This is an optimization exercise on Yosys and OpenROAD, whose aim is small area and a short achievable clock period, not a production implementation. At most, simulation tests tie the RTL to the original design; equivalence was not proved. Power is estimated from default activity; no workload was simulated.

== xenon ==
// as2650
module as2650(
	input clk,
	input rst,
	input [7:0] bus_in,
	output [7:0] bus_out,
	output le_lo,
	output le_hi,
	output OEb,
	output WEb,
	output bus_dir,
	output IOC,
	output IOD,
	input [6:0] irqs,
	output flag,
	input sense,
	output [7:0] ext_io_addr,
	output io_bus_cyc,
	output io_bus_we,
	output [7:0] io_bus_out,
	input [7:0] io_bus_in,
	output [7:0] debug_psl,
	output [7:0] debug_psu,
	output [32:0] la_data_out,
	input wb_hidden_rom_enable,
	output reg cpu_hidden_rom_enable,
	output WE_ram
);
localparam FETCH = 0;
localparam PARAM1 = 1;
localparam PARAM2 = 2;
localparam DATA1 = 3;
localparam IO1 = 4;
localparam IO2 = 5;
localparam INVALID = 6;
localparam HALT = 7;
localparam EXT_IO1 = 8;
localparam EXT_IO2 = 9;
localparam EXT_IO3 = 10;
localparam EXT_IO4 = 11;
localparam INTERRUPT_ACTION1 = 12;
reg trap;
reg [2:0] irq_num;
reg [7:0] r0, r1, r2, r3, s1, s2, s3;
reg [7:0] psu;
reg [7:0] psl;
assign debug_psu = psu;
assign debug_psl = psl;
assign flag = psu[6];
reg [15:0] stack [15:0];
reg [12:0] PC;
reg [2:0] page_reg;
reg [11:0] ivectors_base;
reg [15:0] last_addr;
reg [3:0] cycle;
reg [7:0] insin;
reg [15:0] instruction_args_latch;
reg extend;
reg [1:0] warmup;
reg halted;
wire warm = warmup != 2'b00;
wire reset = rst || warm;
reg indirect_cyc;
reg [1:0] indexed_cyc;
reg relative_cyc;
reg [2:0] chirp_ptr;
wire [3:0] sp = psu[3:0];
wire [3:0] sp_m1 = sp - 4'd1;
wire [3:0] sp_p1 = sp + 4'd1;
wire [15:0] TOS = stack[sp_m1];
wire [7:0] r1_v = r1;
wire [7:0] r2_v = r2;
wire [7:0] r3_v = r3;
  ...
Size in the first run: about 420 flip-flops, ~0.031 mm2 of cells after synthesis.
export LEC_CHECK = 0
export CAP_MARGIN = 20
export CORE_MARGIN = 2
export CORE_UTILIZATION = 50
export CTS_BUF_LIST = sky130_fd_sc_hd__clkbuf_16
export CTS_CLUSTER_DIAMETER = 100
export CTS_CLUSTER_SIZE = 20
export SLEW_MARGIN = 20
create_clock -name core_clock -period 16.0 [get_ports {clk}]
standard.sh (not shown) runs the stock make flow with config.mk's settings and CLKGATE_MAP_FILE= SYNTH_SCRIPT=/design/flow/synth_recipe.tcl, a recipe that flattens the netlist after the stock synthesis.
==> flow/flow/run.sh <==
#!/bin/bash
# The standard layout (standard.sh: the standard flow's own synthesis and ORFS flow) with two changes:
# - the input and output ports are buffered with sky130_fd_sc_hd__buf_2 cells instead of
#   the cell buffer_ports picks by default;
# - ORFS's repair_timing steps aim for 9 ns of setup slack rather than 0, so that they size
#   up the slowest paths; the clock and constraints are the design's.
# Make's full output goes to flow_make.log here; ORFS's own logs are under orfs/logs.
set -euo pipefail
export BUFFER_PORTS_ARGS="-buffer_cell sky130_fd_sc_hd__buf_2"
export SETUP_SLACK_MARGIN=9
export TNS_END_PERCENT=5
bash standard.sh finish > flow_make.log 2>&1
Setup changes, xenon to harbor
diff --git a/flow/design.v b/flow/design.v
--- a/flow/design.v
+++ b/flow/design.v
@@ -37,15 +37,15 @@
 localparam EXT_IO1 = 8;
 localparam EXT_IO2 = 9;
 localparam EXT_IO3 = 10;
 localparam EXT_IO4 = 11;
 localparam INTERRUPT_ACTION1 = 12;
 reg trap;
 reg [2:0] irq_num;
-reg [7:0] r0, r1, r2, r3, s1, s2, s3;
+reg [7:0] r0, r1, r2, r3, r5, r6, r7;
 reg [7:0] psu;
 reg [7:0] psl;
 assign debug_psu = psu;
 assign debug_psl = psl;
 assign flag = psu[6];
 reg [15:0] stack [15:0];
 reg [12:0] PC;
@@ -64,26 +64,27 @@
 reg [1:0] indexed_cyc;
 reg relative_cyc;
 reg [2:0] chirp_ptr;
 wire [3:0] sp = psu[3:0];
 wire [3:0] sp_m1 = sp - 4'd1;
 wire [3:0] sp_p1 = sp + 4'd1;
 wire [15:0] TOS = stack[sp_m1];
-wire [7:0] r1_v = r1;
-wire [7:0] r2_v = r2;
-wire [7:0] r3_v = r3;
+wire [7:0] r1_v = psl[4] ? r5 : r1;
+wire [7:0] r2_v = psl[4] ? r6 : r2;
+wire [7:0] r3_v = psl[4] ? r7 : r3;
 assign la_data_out = {halted, r3_v, r2_v, r1_v, r0};
 function [7:0] rd;
 	input [1:0] a;
+	input [7:0] v0, v1, v2, v3;
 	begin
 		case(a)
-			2'd1: rd = r1_v;
-			2'd2: rd = r2_v;
-			2'd3: rd = r3_v;
-			default: rd = r0;
+			2'd1: rd = v1;
+			2'd2: rd = v2;
+			2'd3: rd = v3;
+			default: rd = v0;
 		endcase
 	end
 endfunction
 wire [7:0] instruction = cycle == FETCH ? bus_in : insin;
 wire is_RETURN = (instruction[7:2] == 6'b000101 || instruction[7:2] == 6'b001101) && !extend;
 wire is_DAR = instruction[7:2] == 6'b100101 && !extend;
 wire is_CLR = instruction[7:2] == 6'h31 && !extend;
@@ -127,19 +128,19 @@
 wire is_CHRP = instruction == 8'h13 && extend;
 wire is_EXT_IO = (instruction[7:2] == 6'h15 || instruction[7:2] == 6'h35) && !extend;
 wire is_TRAP = instruction == 8'h90 && extend;
 wire is_CLRT = instruction == 8'h91 && extend;
 wire is_LIR = instruction == 8'h92 && extend;
 wire is_SIR = instruction == 8'h93 && extend;
 wire [2:0] instr_reg_a = {psl[4], instruction[1:0]};
-wire [7:0] instr_reg_v = rd(instruction[1:0]);
+wire [7:0] instr_reg_v = rd(instruction[1:0], r0, r1_v, r2_v, r3_v);
 wire is_store_q = (insin[7:4] == 4'hC && insin != 8'hC0 && !extend) || (insin[7:3] == 5'h19 && extend);
 wire is_IO_READ_q = (insin[7:2] == 6'h0C || insin[7:2] == 6'h1C) && !extend;
 wire is_IO_WRITE_q = (insin[7:2] == 6'h2C || insin[7:2] == 6'h3C) && !extend;
-wire [7:0] instr_reg_v_q = rd(insin[1:0]);
+wire [7:0] instr_reg_v_q = rd(insin[1:0], r0, r1_v, r2_v, r3_v);
 wire [12:0] PC_p1 = PC + 13'd1;
 wire q_RETURN = (insin[7:2] == 6'b000101 || insin[7:2] == 6'b001101) && !extend;
 wire q_DAR = insin[7:2] == 6'b100101 && !extend;
 wire q_CLR = insin[7:2] == 6'h31 && !extend;
 wire q_EXT = insin == 8'hB7 && !extend;
 wire q_HALT = insin == 8'h40 && !extend;
 wire q_NOP = insin == 8'hC0 && !extend;
@@ -838,26 +839,20 @@
 always @(posedge clk) begin
 	if(!reset && st_en) stack[sp] <= st_d;
 end
 wire [7:0] wd_lo = (pr_en ? pr_d[7:0] : wb_d) & {8{!reset}};
 wire [7:0] wd_hi = (pr_en ? pr_d[15:8] : wb_d) & {8{!reset}};
 wire [7:0] wd = wb_d & {8{!reset}};
 wire wr_any = wb_en && !pr_en;
-wire [7:0] rmask8 = {8{!reset}};
-wire bank_sw = !reset && hit && (
-	(cycle == FETCH && ((bus_in == 8'h11 && extend && TOS[4] != psl[4]) || (bus_in == 8'h93 && !extend && r0[4] != psl[4]))) ||
-	(cycle == PARAM1 && !extend && insin[7:2] == 6'b011101 && insin[0] && bus_in[4] && (insin[1] != psl[4])));
 always @(posedge clk) begin
 	if(reset || pr_en || (wr_any && wb_a[1:0] == 2'd0)) r0 <= wd_lo;
-	if(reset || bank_sw || pr_en || (wr_any && wb_a[1:0] == 2'd1)) r1 <= bank_sw ? s1 : wd_hi;
-	if(reset || bank_sw || (wr_any && wb_a[1:0] == 2'd2)) r2 <= bank_sw ? s2 : wd;
-	if(reset || bank_sw || (wr_any && wb_a[1:0] == 2'd3)) r3 <= bank_sw ? s3 : wd;
-	if(reset || bank_sw) begin
-		s1 <= r1 & rmask8;
-		s2 <= r2 & rmask8;
-		s3 <= r3 & rmask8;
-	end
+	if(reset || (pr_en && !psl[4]) || (wr_any && wb_a == 3'd1)) r1 <= wd_hi;
+	if(reset || (pr_en && psl[4]) || (wr_any && wb_a == 3'd5)) r5 <= wd_hi;
+	if(reset || (wr_any && wb_a == 3'd2)) r2 <= wd;
+	if(reset || (wr_any && wb_a == 3'd3)) r3 <= wd;
+	if(reset || (wr_any && wb_a == 3'd6)) r6 <= wd;
+	if(reset || (wr_any && wb_a == 3'd7)) r7 <= wd;
 end
 always @(posedge clk) begin
 	instruction_args_latch <= args_n;
 end
 endmodule
- Diff xenon -> harbor | layout filler cell count | decrease of about 3%
- harbor against xenon: worst hold slack has increased; path depth of the worst reg2reg path has decreased; met3 wire length has decreased.
- As of harbor, synthesized cell count had fallen slightly compared to xenon.
- Compared harbor vs xenon, and post-route clock skew is up in harbor.
- Cmp xenon and harbor / relative contribution of the clock network to total power / higher: xenon
Only the layout flow was run in xenon; the RTL was not checked for function there.


Another version of the RTL of as2650 (not shown whole).
Size in the first run: about 3,100 cells after synthesis, ~420 flip-flops, ~110 I/O pins, ~31,000 µm² of cells after synthesis.
Settings: LEC_CHECK=0, CAP_MARGIN=20, CORE_MARGIN=2, CORE_UTILIZATION=40, CTS_BUF_LIST=sky130_fd_sc_hd__clkbuf_8, SLEW_MARGIN=20; clock period 16.0 ns.
==> flow/flow/run.sh <==
#!/bin/bash
# The standard layout (standard.sh: the standard flow's own synthesis and ORFS flow) with two changes:
# - the input and output ports are buffered with sky130_fd_sc_hd__buf_2 cells instead of
#   the cell buffer_ports picks by default;
# - ORFS's repair_timing steps aim for 10 ns of setup slack rather than 0, so that they size
#   up the slowest paths; the clock and constraints are the design's.
# Make's full output goes to flow_make.log here; ORFS's own logs are under orfs/logs.
set -euo pipefail
export BUFFER_PORTS_ARGS="-buffer_cell sky130_fd_sc_hd__buf_2"
export SETUP_SLACK_MARGIN=10
export TNS_END_PERCENT=5
bash standard.sh finish > flow_make.log 2>&1
The starting point completed without violations.
Change:
--- a/flow/design.v
+++ b/flow/design.v
@@ -52,19 +52,20 @@
 reg [2:0] page_reg;
 reg [11:0] ivectors_base;
 reg [15:0] last_addr;
 reg [3:0] cycle;
 reg [7:0] insin;
 reg [15:0] instruction_args_latch;
 reg extend;
 reg [1:0] warmup;
 reg halted;
-wire reset = rst || warmup != 2'b00;
+wire warm = warmup != 2'b00;
+wire reset = rst || warm;
 reg indirect_cyc;
 reg [1:0] indexed_cyc;
 reg relative_cyc;
 reg [2:0] chirp_ptr;
 wire [3:0] sp = psu[3:0];
 wire [3:0] sp_m1 = sp - 4'd1;
 wire [3:0] sp_p1 = sp + 4'd1;
 wire [15:0] TOS = stack[sp_m1];
 wire [7:0] r1_v = psl[4] ? r5 : r1;
@@ -209,27 +210,28 @@
 wire indexed_data1 = indexed_cyc != 2'b00 && cycle == DATA1;
 wire IO_cyc = cycle == IO1 || cycle == IO2;
 reg [15:0] requested_addr;
 wire hit = last_addr == requested_addr;
 wire hi_eq = requested_addr[15:8] == last_addr[15:8];
 wire lo_eq = requested_addr[7:0] == last_addr[7:0];
 wire mem_cyc = (is_instr_fetch_cycle || is_data_fetch_cycle) && !IO_cyc;
 wire le_lo_act = mem_cyc && !lo_eq && hi_eq;
 wire le_hi_act = mem_cyc && !hi_eq;
-assign le_lo = le_lo_act && !reset;
-assign le_hi = le_hi_act && !reset;
+assign le_lo = (le_lo_act && !warm) && !rst;
+assign le_hi = (le_hi_act && !warm) && !rst;
 wire write_cyc = (cycle == DATA1 || (cycle == PARAM1 && relative_cyc)) && is_store_q;
 wire [7:0] alu_instr_reg_q = indexed_data1 ? r0 : instr_reg_v_q;
-assign OEb = !(((is_instr_fetch_cycle || is_data_fetch_cycle) && hit) || (IO_cyc && is_IO_READ_q)) || reset || write_cyc;
-assign WE_ram = write_cyc && !reset && hit;
-assign WEb = !(write_cyc || (is_IO_WRITE_q && cycle == IO1)) || reset || (!hit && !IO_cyc);
+assign OEb = (!(((is_instr_fetch_cycle || is_data_fetch_cycle) && hit) || (IO_cyc && is_IO_READ_q)) || warm || write_cyc) || rst;
+assign WE_ram = (write_cyc && !warm && hit) && !rst;
+wire WEb_run = !(write_cyc || (is_IO_WRITE_q && cycle == IO1)) || (!hit && !IO_cyc);
+assign WEb = (WEb_run || warm) || rst;
 assign bus_out = is_IO_WRITE_q && IO_cyc ? instr_reg_v_q : (le_lo_act ? requested_addr[7:0] : (le_hi_act ? requested_addr[15:8] : alu_instr_reg_q));
-assign bus_dir = !(!WEb || le_lo_act || le_hi_act || (is_IO_WRITE_q && IO_cyc)) || reset;
+assign bus_dir = (!(!WEb_run || le_lo_act || le_hi_act || (is_IO_WRITE_q && IO_cyc)) || warm) || rst;
 assign IOC = IO_cyc && !insin[6];
 assign io_bus_cyc = cycle == EXT_IO3 || cycle == EXT_IO4;
 assign io_bus_we = insin[7];
 assign io_bus_out = instr_reg_v_q;
 assign ext_io_addr = instruction_args_latch[15:8];
 assign IOD = IO_cyc && insin[6];
 reg [15:0] mul_res;
 function [1:0] fadd;
 	input x, y, z;
Result:
- cell area fell by 1.5%
- total power rose by 1.4%
- setup slack improves by 150 ps
- core utilization fell by 0.84 points
- via count fell by 0.31%
- sequential share of layout area rose by 0.45 points
- global-route usage rose by 0.56 points
- synthesized area rose by 0.39%
- count of clock-buffer cells in the layout rose by 8
- sequential power barely changes
- wire length rose by 1.3%
- die area rose by 0.39%
- cell count fell by 0.49%
Function was not checked in any run of this note: the RTL went through the layout flow alone.

## afterwards: timing with drivers on the ports
No port has a modelled driver above. Below, the same layouts with a new extraction and two added sets of constraints.
Step 1 sets driving cells, clkbuf_16 on the clock port and buf_2 on the other inputs (assumed; they add their load-dependent delay and slew).
Step 2 also shifts input and output timing later by t, the mid clock arrival at the registers, as if the neighbouring blocks saw the same clock.
Three values: no drivers, after step 1, after step 2; two values: the first two.
run | t, ns | setup WS [ns] | latest minus earliest clock arrival (ns) | slew at the worst register clock pin (ns) | pins driven straight from the clock port
xenon | 0.710 | 8.869 / 8.848 / 8.223 | 0.044 / 0.045 | 0.10 / 0.10 | 1
harbor | 0.685 | 8.811 / 8.746 / 8.263 | 0.055 / 0.054 | 0.10 / 0.10 | 1
the first run of note 2 | 0.742 | 8.693 / 8.644 / 8.405 | 0.051 / 0.051 | 0.07 / 0.07 | 1
the second run of note 2 | 0.732 | 8.847 / 8.808 / 8.402 | 0.067 / 0.067 | 0.09 / 0.09 | 1
After both steps every run listed still meets setup and hold. The setup slack of xenon, which loses most, moves by -0.021 ns with the drivers and by -0.646 ns with both steps.
